What follows belongs to an exercise in optimizing a design on an open flow for small area; a production flow would make more cautious choices.
Function was checked by simulation only, so behaviour that the tests miss may differ from the original.
Power figures rest on the tool's default switching activity, not on a simulated workload.

==> inputs of job 6484 <==
==> flow/design.v <==
module sin_cos (
  input Clk,
  input rst,
  output reg [3:0] sin_phase,
  output reg signed [7:0] data_cos,
  output fill_done);
    reg [4:0] cos_phase;
    always @(posedge Clk) begin
        if (rst) sin_phase <= 4'd0;
        else case (sin_phase)
            4'd0: sin_phase <= 4'd1;
            4'd1: sin_phase <= 4'd2;
            4'd2: sin_phase <= 4'd3;
            4'd3: sin_phase <= 4'd4;
            4'd4: sin_phase <= 4'd5;
            4'd5: sin_phase <= 4'd6;
            4'd6: sin_phase <= 4'd7;
            4'd7: sin_phase <= 4'd8;
            4'd8: sin_phase <= 4'd9;
            4'd9: sin_phase <= 4'd10;
            4'd10: sin_phase <= 4'd11;
            4'd11: sin_phase <= 4'd12;
            4'd12: sin_phase <= 4'd13;
            4'd13: sin_phase <= 4'd14;
            4'd14: sin_phase <= 4'd1;
            default: sin_phase <= 4'd0;
        endcase
    end
    always @(posedge Clk) begin
        if (rst) cos_phase <= 5'd0;
        else case (cos_phase)
            5'd0: cos_phase <= 5'd1;
            5'd1: cos_phase <= 5'd2;
            5'd2: cos_phase <= 5'd3;
            5'd3: cos_phase <= 5'd4;
            5'd4: cos_phase <= 5'd5;
            5'd5: cos_phase <= 5'd6;
            5'd6: cos_phase <= 5'd7;
            5'd7: cos_phase <= 5'd8;
            5'd8: cos_phase <= 5'd9;
            5'd9: cos_phase <= 5'd10;
            5'd10: cos_phase <= 5'd11;
            5'd11: cos_phase <= 5'd12;
            5'd12: cos_phase <= 5'd13;
            5'd13: cos_phase <= 5'd14;
            5'd14: cos_phase <= 5'd15;
            5'd15: cos_phase <= 5'd16;
            5'd16: cos_phase <= 5'd17;
            5'd17: cos_phase <= 5'd18;
            5'd18: cos_phase <= 5'd9;
            default: cos_phase <= 5'd0;
        endcase
    end
    assign fill_done = (sin_phase == 4'd7) && (cos_phase == 5'd13);
    always @(*) begin
        case (cos_phase)
            5'd0: data_cos = 8'sd0;
            5'd1: data_cos = 8'sd63;
            5'd2: data_cos = 8'sd51;
            5'd3: data_cos = 8'sd17;
            5'd4: data_cos = -8'sd22;
            5'd5: data_cos = -8'sd54;
            5'd6: data_cos = -8'sd63;
            5'd7: data_cos = -8'sd47;
            5'd8: data_cos = -8'sd12;
            5'd9: data_cos = 8'sd0;
            5'd10: data_cos = 8'sd38;
            5'd11: data_cos = 8'sd61;
            5'd12: data_cos = 8'sd59;
            5'd13: data_cos = 8'sd33;
            5'd14: data_cos = -8'sd5;
            5'd15: data_cos = -8'sd42;
            5'd16: data_cos = -8'sd62;
            5'd17: data_cos = -8'sd57;
            5'd18: data_cos = -8'sd29;
            default: data_cos = 8'sd0;
        endcase
    end
endmodule
module pam_mixer(
  input [1:0] data_in,
  input [3:0] sin_phase,
  output reg signed [7:0] signal_out
);
  always @(*) begin
    case ({sin_phase, data_in})
      6'd0: signal_out = 8'sd0;
      6'd1: signal_out = 8'sd0;
      6'd2: signal_out = 8'sd0;
      6'd3: signal_out = 8'sd0;
      6'd4: signal_out = 8'sd0;
      6'd5: signal_out = 8'sd0;
      6'd6: signal_out = 8'sd0;
      6'd7: signal_out = 8'sd0;
      6'd8: signal_out = 8'sd0;
      6'd9: signal_out = 8'sd14;
      6'd10: signal_out = 8'sd28;
      6'd11: signal_out = 8'sd42;
      6'd12: signal_out = 8'sd0;
      6'd13: signal_out = 8'sd25;
      6'd14: signal_out = 8'sd50;
      6'd15: signal_out = 8'sd75;
      6'd16: signal_out = 8'sd0;
      6'd17: signal_out = 8'sd31;
      6'd18: signal_out = 8'sd62;
      6'd19: signal_out = 8'sd93;
      6'd20: signal_out = 8'sd0;
      6'd21: signal_out = 8'sd31;
      6'd22: signal_out = 8'sd62;
      6'd23: signal_out = 8'sd93;
      6'd24: signal_out = 8'sd0;
      6'd25: signal_out = 8'sd24;
      6'd26: signal_out = 8'sd49;
      6'd27: signal_out = 8'sd73;
      6'd28: signal_out = 8'sd0;
      6'd29: signal_out = 8'sd13;
      6'd30: signal_out = 8'sd26;
      6'd31: signal_out = 8'sd39;
      6'd32: signal_out = 8'sd0;
      6'd33: signal_out = -8'sd1;
      6'd34: signal_out = -8'sd2;
      6'd35: signal_out = -8'sd3;
      6'd36: signal_out = 8'sd0;
      6'd37: signal_out = -8'sd15;
      6'd38: signal_out = -8'sd30;
      6'd39: signal_out = -8'sd45;
      6'd40: signal_out = 8'sd0;
      6'd41: signal_out = -8'sd26;
      6'd42: signal_out = -8'sd51;
      6'd43: signal_out = -8'sd77;
      6'd44: signal_out = 8'sd0;
      6'd45: signal_out = -8'sd32;
      6'd46: signal_out = -8'sd63;
      6'd47: signal_out = -8'sd95;
      6'd48: signal_out = 8'sd0;
      6'd49: signal_out = -8'sd31;
      6'd50: signal_out = -8'sd61;
      6'd51: signal_out = -8'sd92;
      6'd52: signal_out = 8'sd0;
      6'd53: signal_out = -8'sd24;
      6'd54: signal_out = -8'sd47;
      6'd55: signal_out = -8'sd71;
      6'd56: signal_out = 8'sd0;
      6'd57: signal_out = -8'sd12;
      6'd58: signal_out = -8'sd23;
      6'd59: signal_out = -8'sd35;
      default: signal_out = 8'sd0;
    endcase
  end
endmodule
module moving_avg_filt(
  input clk,
  input rst,
  input fill_done,
  input [6:0] signal_in,
  output reg [12:0] signal_sum
  );
  parameter N = 64;
  reg [7*N-1:0] queue;
  reg fill_en;
  wire [6:0] oldest = queue[7*N-1 -: 7];
  always @(posedge clk) begin
    queue <= {queue[7*N-8:0], ~signal_in};
  end
  always @(posedge clk) begin
    if (rst)
      fill_en <= 1'b0;
    else if (fill_done)
      fill_en <= 1'b1;
  end
  wire [6:0] a = signal_sum[6:0];
  wire [6:0] b = signal_in;
  wire [6:0] c = oldest | {7{~fill_en}};
  wire [6:0] ps = a ^ b ^ c;
  wire [7:1] pc = (a & b) | (c & (a ^ b));
  wire [7:0] k;
  wire [6:0] lo;
  assign k[0] = 1'b1;
  assign lo[0] = ps[0] ^ k[0];
  assign k[1] = ps[0] & k[0];
  genvar i;
  generate
    for (i = 1; i < 7; i = i + 1) begin : rip
      assign lo[i] = ps[i] ^ pc[i] ^ k[i];
      assign k[i+1] = (ps[i] & pc[i]) | (k[i] & (ps[i] ^ pc[i]));
    end
  endgenerate
  wire up = pc[7] & k[7];
  wire dn = ~(pc[7] | k[7]);
  wire [5:0] hi = signal_sum[12:7];
  wire [6:0] ones, zeros;
  assign ones[0] = 1'b1;
  assign zeros[0] = 1'b1;
  generate
    for (i = 0; i < 6; i = i + 1) begin : incdec
      assign ones[i+1] = ones[i] & hi[i];
      assign zeros[i+1] = zeros[i] & ~hi[i];
    end
  endgenerate
  wire [5:0] hi_next = hi ^ (({6{up}} & ones[5:0]) | ({6{dn}} & zeros[5:0]));
  always @(posedge clk) begin
    if (rst)
      signal_sum <= 13'd0;
    else
      signal_sum <= {hi_next, lo};
  end
endmodule
module qam_demodulator(
  input clk,
  input rst,
  input fill_done,
  input signed [7:0] input_signal,
  output reg [1:0] data_demod
  );
  wire [6:0] mod_value = input_signal[6:0] ^ {7{input_signal[7]}};
  wire [12:0] sum;
  reg [1:0] level;
  moving_avg_filt mov_avg(
    .clk(clk),
    .rst(rst),
    .fill_done(fill_done),
    .signal_in(mod_value),
    .signal_sum(sum)
    );
  wire [6:0] avg = sum[12:6];
  always @ ( posedge clk ) begin
    if (avg <= 9) level <= 2'd0;
    else if (avg <= 28) level <= 2'd1;
    else if (avg <= 47) level <= 2'd2;
    else level <= 2'd3;
    data_demod <= level;
  end
endmodule
module pam_modem (
  input clk,
  input rst,
  input [1:0] data_in,
  input signed [7:0] rx_in,
  output signed [7:0] tx_out,
  output signed [7:0] cos_out,
  output [1:0] rx_data
);
  wire [3:0] sin_phase;
  wire fill_done;
  sin_cos u_carrier (
    .Clk(clk),
    .rst(rst),
    .sin_phase(sin_phase),
    .data_cos(cos_out),
    .fill_done(fill_done)
  );
  pam_mixer u_mixer (
    .data_in(data_in),
    .sin_phase(sin_phase),
    .signal_out(tx_out)
  );
  qam_demodulator u_demod (
    .clk(clk),
    .rst(rst),
    .fill_done(fill_done),
    .input_signal(rx_in),
    .data_demod(rx_data)
  );
endmodule
==> flow/flow/run.sh <==
#!/bin/bash
# Layout flow: the standard flow (standard.sh) with these changes:
#  - synthesis: the standard synthesis script (synth_recipe.tcl), except that
#    ABC maps the logic with an area-oriented script (flow/area.abc: deep
#    AIG optimisation, then area-recovering mapping, no buffering or
#    upsizing), and Yosys's extract_fa is skipped (ABC maps the adders too);
#  - the port buffers are the smallest buffer (buf_1) instead of the
#    resizer's default choice (clkdlybuf4s50_1);
#  - clock tree synthesis uses clkbuf_8 sink clusters of up to 20 flip-flops
#    and inserts no dummy loads.
# Each tool's output goes to a log file in this folder (ORFS also keeps its
# per-step logs under orfs/logs/).
set -euo pipefail
work=$PWD
cat > my_synth.tcl <<EOT
proc abc {args} {
  set i [lsearch \$args -script]
  lset args [expr {\$i + 1}] $work/flow/area.abc
  yosys abc {*}\$args
}
proc extract_fa {args} {}
source $work/synth_recipe.tcl
EOT
sed "s#SYNTH_SCRIPT=[^ ]*#SYNTH_SCRIPT=$work/my_synth.tcl#" standard.sh > my_standard.sh
grep -q "SYNTH_SCRIPT=$work/my_synth.tcl" my_standard.sh
cat >> config.mk <<'EOC'
export BUFFER_PORTS_ARGS = -buffer_cell sky130_fd_sc_hd__buf_1
export CTS_ARGS = -sink_clustering_enable -repair_clock_nets -dont_use_dummy_load -buf_list sky130_fd_sc_hd__clkbuf_8 -sink_clustering_size 20 -sink_clustering_max_diameter 40 -root_buf sky130_fd_sc_hd__clkbuf_2 -tree_buf sky130_fd_sc_hd__clkbuf_2
EOC
bash my_standard.sh > flow_make.log 2>&1
==> flow/flow/area.abc <==
&get -n
&st
&deepsyn -T 10
&dch -f
&nf -R 1000
&put
topo
==> flow/standard.sh <==
#!/bin/bash
# synth_recipe.tcl (not shown) runs the flow's synth.tcl, then flattens the netlist and writes it again
# the make line also repeats each setting of config.mk as NAME=value (left out here)
make -C /OpenROAD-flow-scripts/flow DESIGN_CONFIG=/design/flow/config.mk WORK_HOME=/design/flow/orfs CLKGATE_MAP_FILE= SYNTH_SCRIPT=/design/flow/synth_recipe.tcl "${@:-finish}"
==> flow/config.mk <==
export PLATFORM = sky130hd
export DESIGN_NAME = pam_modem
export DESIGN_NICKNAME = pam_modem
export VERILOG_FILES = /design/flow/design.v
export SDC_FILE = /design/flow/constraint.sdc
export NUM_CORES = 4
export LEC_CHECK = 0
export CAP_MARGIN = 20
export CORE_MARGIN = 2
export CORE_UTILIZATION = 40
export SLEW_MARGIN = 20
export BUFFER_PORTS_ARGS = -buffer_cell sky130_fd_sc_hd__buf_1
export CTS_ARGS = -sink_clustering_enable -repair_clock_nets -dont_use_dummy_load -buf_list sky130_fd_sc_hd__clkbuf_8 -sink_clustering_size 20 -sink_clustering_max_diameter 40 -root_buf sky130_fd_sc_hd__clkbuf_2 -tree_buf sky130_fd_sc_hd__clkbuf_2
==> flow/constraint.sdc <==
create_clock -name core_clock -period 10.0 [get_ports {clk}]
set_input_delay 2.0000 -clock core_clock [delete_from_list [all_inputs] [get_ports {clk}]]
set_output_delay 2.0000 -clock core_clock [all_outputs]
set_load 0.01 [all_outputs]
==> inputs of job 5871, as changes to job 6484 <==
--- a/flow/design.v
+++ b/flow/design.v
@@ -51,7 +51,7 @@
             default: cos_phase <= 5'd0;
         endcase
     end
-    assign fill_done = (sin_phase == 4'd7) && (cos_phase == 5'd13);
+    assign fill_done = sin_phase[0] & sin_phase[1] & sin_phase[2] & ~cos_phase[1] & cos_phase[2];
     always @(*) begin
         case (cos_phase)
             5'd0: data_cos = 8'sd0;
==> flow/flow/run.sh (replaced) <==
#!/bin/bash
# Layout flow: the standard flow (standard.sh) with these changes:
#  - synthesis: the standard synthesis script (synth_recipe.tcl), except that
#    ABC maps the logic with each of the area-oriented scripts
#    flow/abc_*.abc (deep AIG optimisation, then area-oriented mapping, no
#    buffering or upsizing) and the smallest result is kept, and Yosys's
#    extract_fa is skipped (ABC maps the adders too);
#  - the port buffers are the smallest buffer (buf_1) instead of the
#    resizer's default choice (clkdlybuf4s50_1);
#  - clock tree synthesis uses clkbuf_8 sink clusters of up to 20 flip-flops,
#    clkbuf_4 above them, and inserts no dummy loads.
# Each tool's output goes to a log file in this folder (ORFS also keeps its
# per-step logs under orfs/logs/).
set -euo pipefail
work=$PWD
cat > my_synth.tcl <<EOT
# Map the logic with each area script in flow/abc_*.abc, from the same
# starting point, and keep the smallest result.
proc abc {args} {
  set i [lsearch \$args -script]
  yosys design -save pre_abc
  set best_area -1
  foreach script [lsort [glob $work/flow/abc_*.abc]] {
    yosys design -load pre_abc
    lset args [expr {\$i + 1}] \$script
    yosys abc {*}\$args
    set report [tee -q -s result.string stat -liberty \$::env(LIB_FILES)]
    regexp {Chip area for module [^:]*: ([0-9.]+)} \$report -> area
    puts "abc script \$script: area \$area"
    if {\$best_area < 0 || \$area < \$best_area} {
      set best_area \$area
      yosys design -save best_abc
    }
  }
  yosys design -load best_abc
  puts "abc: kept area \$best_area"
}
proc extract_fa {args} {}
source $work/synth_recipe.tcl
EOT
sed "s#SYNTH_SCRIPT=[^ ]*#SYNTH_SCRIPT=$work/my_synth.tcl#" standard.sh > my_standard.sh
grep -q "SYNTH_SCRIPT=$work/my_synth.tcl" my_standard.sh
cat >> config.mk <<'EOC'
export BUFFER_PORTS_ARGS = -buffer_cell sky130_fd_sc_hd__buf_1
export CTS_ARGS = -sink_clustering_enable -repair_clock_nets -dont_use_dummy_load -buf_list sky130_fd_sc_hd__clkbuf_8 -sink_clustering_size 20 -sink_clustering_max_diameter 60 -root_buf sky130_fd_sc_hd__clkbuf_4 -tree_buf sky130_fd_sc_hd__clkbuf_4
EOC
bash my_standard.sh > flow_make.log 2>&1
==> flow/flow/abc_a.abc (new file) <==
&get -n
&st
&deepsyn -I 8 -J 50 -c
&put
amap
topo
==> flow/flow/abc_b.abc (new file) <==
&get -n
&st
&deepsyn -I 8 -J 50
&put
amap
topo
==> flow/flow/abc_c.abc (new file) <==
&get -n
&st
&deepsyn -I 8 -J 50 -c
&dch -f
&nf -R 1000
&put
topo
==> flow/flow/abc_d.abc (new file) <==
&get -n
&st
&dch -f
&nf -R 1000
&put
topo
==> flow/config.mk (replaced) <==
export PLATFORM = sky130hd
export DESIGN_NAME = pam_modem
export DESIGN_NICKNAME = pam_modem
export VERILOG_FILES = /design/flow/design.v
export SDC_FILE = /design/flow/constraint.sdc
export NUM_CORES = 4
export LEC_CHECK = 0
export CAP_MARGIN = 20
export CORE_MARGIN = 2
export CORE_UTILIZATION = 40
export SLEW_MARGIN = 20
export BUFFER_PORTS_ARGS = -buffer_cell sky130_fd_sc_hd__buf_1
export CTS_ARGS = -sink_clustering_enable -repair_clock_nets -dont_use_dummy_load -buf_list sky130_fd_sc_hd__clkbuf_8 -sink_clustering_size 20 -sink_clustering_max_diameter 60 -root_buf sky130_fd_sc_hd__clkbuf_4 -tree_buf sky130_fd_sc_hd__clkbuf_4
removed: flow/flow/area.abc
==> inputs of job 3659, as changes to job 6484 <==
--- a/flow/flow/run.sh
+++ b/flow/flow/run.sh
@@ -25,6 +25,6 @@
 grep -q "SYNTH_SCRIPT=$work/my_synth.tcl" my_standard.sh
 cat >> config.mk <<'EOC'
 export BUFFER_PORTS_ARGS = -buffer_cell sky130_fd_sc_hd__buf_1
-export CTS_ARGS = -sink_clustering_enable -repair_clock_nets -dont_use_dummy_load -buf_list sky130_fd_sc_hd__clkbuf_8 -sink_clustering_size 20 -sink_clustering_max_diameter 40 -root_buf sky130_fd_sc_hd__clkbuf_2 -tree_buf sky130_fd_sc_hd__clkbuf_2
+export CTS_ARGS = -sink_clustering_enable -repair_clock_nets -dont_use_dummy_load -buf_list sky130_fd_sc_hd__clkbuf_8 -sink_clustering_size 20 -sink_clustering_max_diameter 100 -root_buf sky130_fd_sc_hd__clkbuf_4 -tree_buf sky130_fd_sc_hd__clkbuf_4
 EOC
 bash my_standard.sh > flow_make.log 2>&1
==> flow/config.mk (replaced) <==
export PLATFORM = sky130hd
export DESIGN_NAME = pam_modem
export DESIGN_NICKNAME = pam_modem
export VERILOG_FILES = /design/flow/design.v
export SDC_FILE = /design/flow/constraint.sdc
export NUM_CORES = 4
export LEC_CHECK = 0
export CAP_MARGIN = 20
export CORE_MARGIN = 2
export CORE_UTILIZATION = 40
export SLEW_MARGIN = 20
export BUFFER_PORTS_ARGS = -buffer_cell sky130_fd_sc_hd__buf_1
export CTS_ARGS = -sink_clustering_enable -repair_clock_nets -dont_use_dummy_load -buf_list sky130_fd_sc_hd__clkbuf_8 -sink_clustering_size 20 -sink_clustering_max_diameter 100 -root_buf sky130_fd_sc_hd__clkbuf_4 -tree_buf sky130_fd_sc_hd__clkbuf_4
==> inputs of job 8129, as changes to job 6484 <==
--- a/flow/flow/run.sh
+++ b/flow/flow/run.sh
@@ -25,6 +25,6 @@
 grep -q "SYNTH_SCRIPT=$work/my_synth.tcl" my_standard.sh
 cat >> config.mk <<'EOC'
 export BUFFER_PORTS_ARGS = -buffer_cell sky130_fd_sc_hd__buf_1
-export CTS_ARGS = -sink_clustering_enable -repair_clock_nets -dont_use_dummy_load -buf_list sky130_fd_sc_hd__clkbuf_8 -sink_clustering_size 20 -sink_clustering_max_diameter 40 -root_buf sky130_fd_sc_hd__clkbuf_2 -tree_buf sky130_fd_sc_hd__clkbuf_2
+export CTS_ARGS = -sink_clustering_enable -repair_clock_nets -dont_use_dummy_load -buf_list sky130_fd_sc_hd__clkbuf_8 -sink_clustering_size 22 -sink_clustering_max_diameter 50
 EOC
 bash my_standard.sh > flow_make.log 2>&1
==> flow/config.mk (replaced) <==
export PLATFORM = sky130hd
export DESIGN_NAME = pam_modem
export DESIGN_NICKNAME = pam_modem
export VERILOG_FILES = /design/flow/design.v
export SDC_FILE = /design/flow/constraint.sdc
export NUM_CORES = 4
export LEC_CHECK = 0
export CAP_MARGIN = 20
export CORE_MARGIN = 2
export CORE_UTILIZATION = 40
export SLEW_MARGIN = 20
export BUFFER_PORTS_ARGS = -buffer_cell sky130_fd_sc_hd__buf_1
export CTS_ARGS = -sink_clustering_enable -repair_clock_nets -dont_use_dummy_load -buf_list sky130_fd_sc_hd__clkbuf_8 -sink_clustering_size 22 -sink_clustering_max_diameter 50
==> qor summary <==
Result of the run: job 5871 did not finish; job 6484 complete, no violations; job 8129 complete, no violations; job 3659 complete, no violations
Last stage reached: job 5871 1_2_yosys; job 6484 -; job 8129 -; job 3659 -
Die height: job 5871 -; job 6484 169 um; job 8129 169 um; job 3659 169 um
Largest register FFs: job 5871 -; job 6484 448; job 8129 448; job 3659 448
Violation count after the first detailed-routing iteration: job 5871 -; job 6484 226; job 8129 230; job 3659 272
Worst min-delay path startpoint: job 5871 -; job 6484 u_demod.mov_avg.queue[356]$_DFF_P_; job 8129 u_demod.mov_avg.queue[342]$_DFF_P_; job 3659 u_demod.mov_avg.queue[421]$_DFF_P_
Setup Viol. Count Final: job 5871 -; job 6484 0; job 8129 0; job 3659 0
Die W: job 5871 -; job 6484 169 um; job 8129 169 um; job 3659 169 um
Stages on the worst setup path: job 5871 -; job 6484 21; job 8129 21; job 3659 21
Antenna-violating nets left: job 5871 -; job 6484 0; job 8129 0; job 3659 0
Switching power: job 5871 -; job 6484 0.661 mW; job 8129 0.644 mW; job 3659 0.634 mW
Reg2reg start: job 5871 -; job 6484 u_demod.mov_avg.fill_en$_SDFFE_PP0P_; job 8129 u_demod.mov_avg.fill_en$_SDFFE_PP0P_; job 3659 u_demod.mov_avg.fill_en$_SDFFE_PP0P_
Register area share after synthesis: job 5871 -; job 6484 0.877; job 8129 0.877; job 3659 0.877
Gate power share: job 5871 -; job 6484 0.060; job 8129 0.061; job 3659 0.062
Floorplan row count: job 5871 -; job 6484 60; job 8129 60; job 3659 60
HPWL after detailed placement: job 5871 -; job 6484 6.57 mm; job 8129 6.57 mm; job 3659 6.57 mm
Highest-power group: job 5871 -; job 6484 sequential cells; job 8129 sequential cells; job 3659 sequential cells
Share of Yosys cell area claimed by the top area cell type: job 5871 -; job 6484 0.877; job 8129 0.877; job 3659 0.877
Met3 track demand over resource in global routing: job 5871 -; job 6484 0.0238; job 8129 0.0210; job 3659 0.0194
Mux share of post-synthesis cell area: job 5871 -; job 6484 0.00496; job 8129 0.00496; job 3659 0.00496
Netlist area before placement: job 5871 -; job 6484 0.0108 mm2; job 8129 0.0108 mm2; job 3659 0.0108 mm2
Multi-input logic cell count: job 5871 -; job 6484 214; job 8129 214; job 3659 214
Seq_cells: job 5871 -; job 6484 475; job 8129 475; job 3659 475
Die Footprint: job 5871 -; job 6484 0.0284 mm2; job 8129 0.0284 mm2; job 3659 0.0284 mm2
CTS hold repair buffers: job 5871 -; job 6484 0; job 8129 0; job 3659 0
Xor/xnor share of the synthesized area: job 5871 -; job 6484 0.0251; job 8129 0.0251; job 3659 0.0251
Clock-cell share of area: job 5871 -; job 6484 0.0382; job 8129 0.0339; job 3659 0.0301
Worst setup SP type: job 5871 -; job 6484 input port; job 8129 input port; job 3659 input port

static timing again, ports no longer ideal:
How much do the figures lean on ideal ports? The routed layouts below were timed once more, with nothing changed but the port constraints.
Step 1 (the two cells are an assumption about what drives the block):
set clk [get_ports {clk}]
set_driving_cell -lib_cell sky130_fd_sc_hd__clkbuf_16 $clk
set_driving_cell -lib_cell sky130_fd_sc_hd__buf_2 [delete_from_list [all_inputs] $clk]
Step 2 adds t to the input delays and takes it off the output delays; t is the mean of the earliest and latest rising clock arrival at the registers after step 1. Input paths then give back, and output paths get back, about the clock's delay inside the block.
Three values: no drivers, after step 1, after step 2; two values: the first two.
run | t, ns | setup WS [ns] | worst setup path after step 2 | worst register clock-pin slew, ns
job 6484 | 0.789 | 4.370 / 4.369 / 3.591 | input to register | 0.11 / 0.11
job 3659 | 0.723 | 4.253 / 4.267 / 3.544 | input to register | 0.12 / 0.12
job 8129 | 0.591 | 4.149 / 4.166 / 3.575 | input to register | 0.12 / 0.12
After both steps every run listed still meets setup and hold. For job 6484, which loses most, drivers alone change the setup slack by -0.001 ns; drivers and shift together by -0.779 ns.
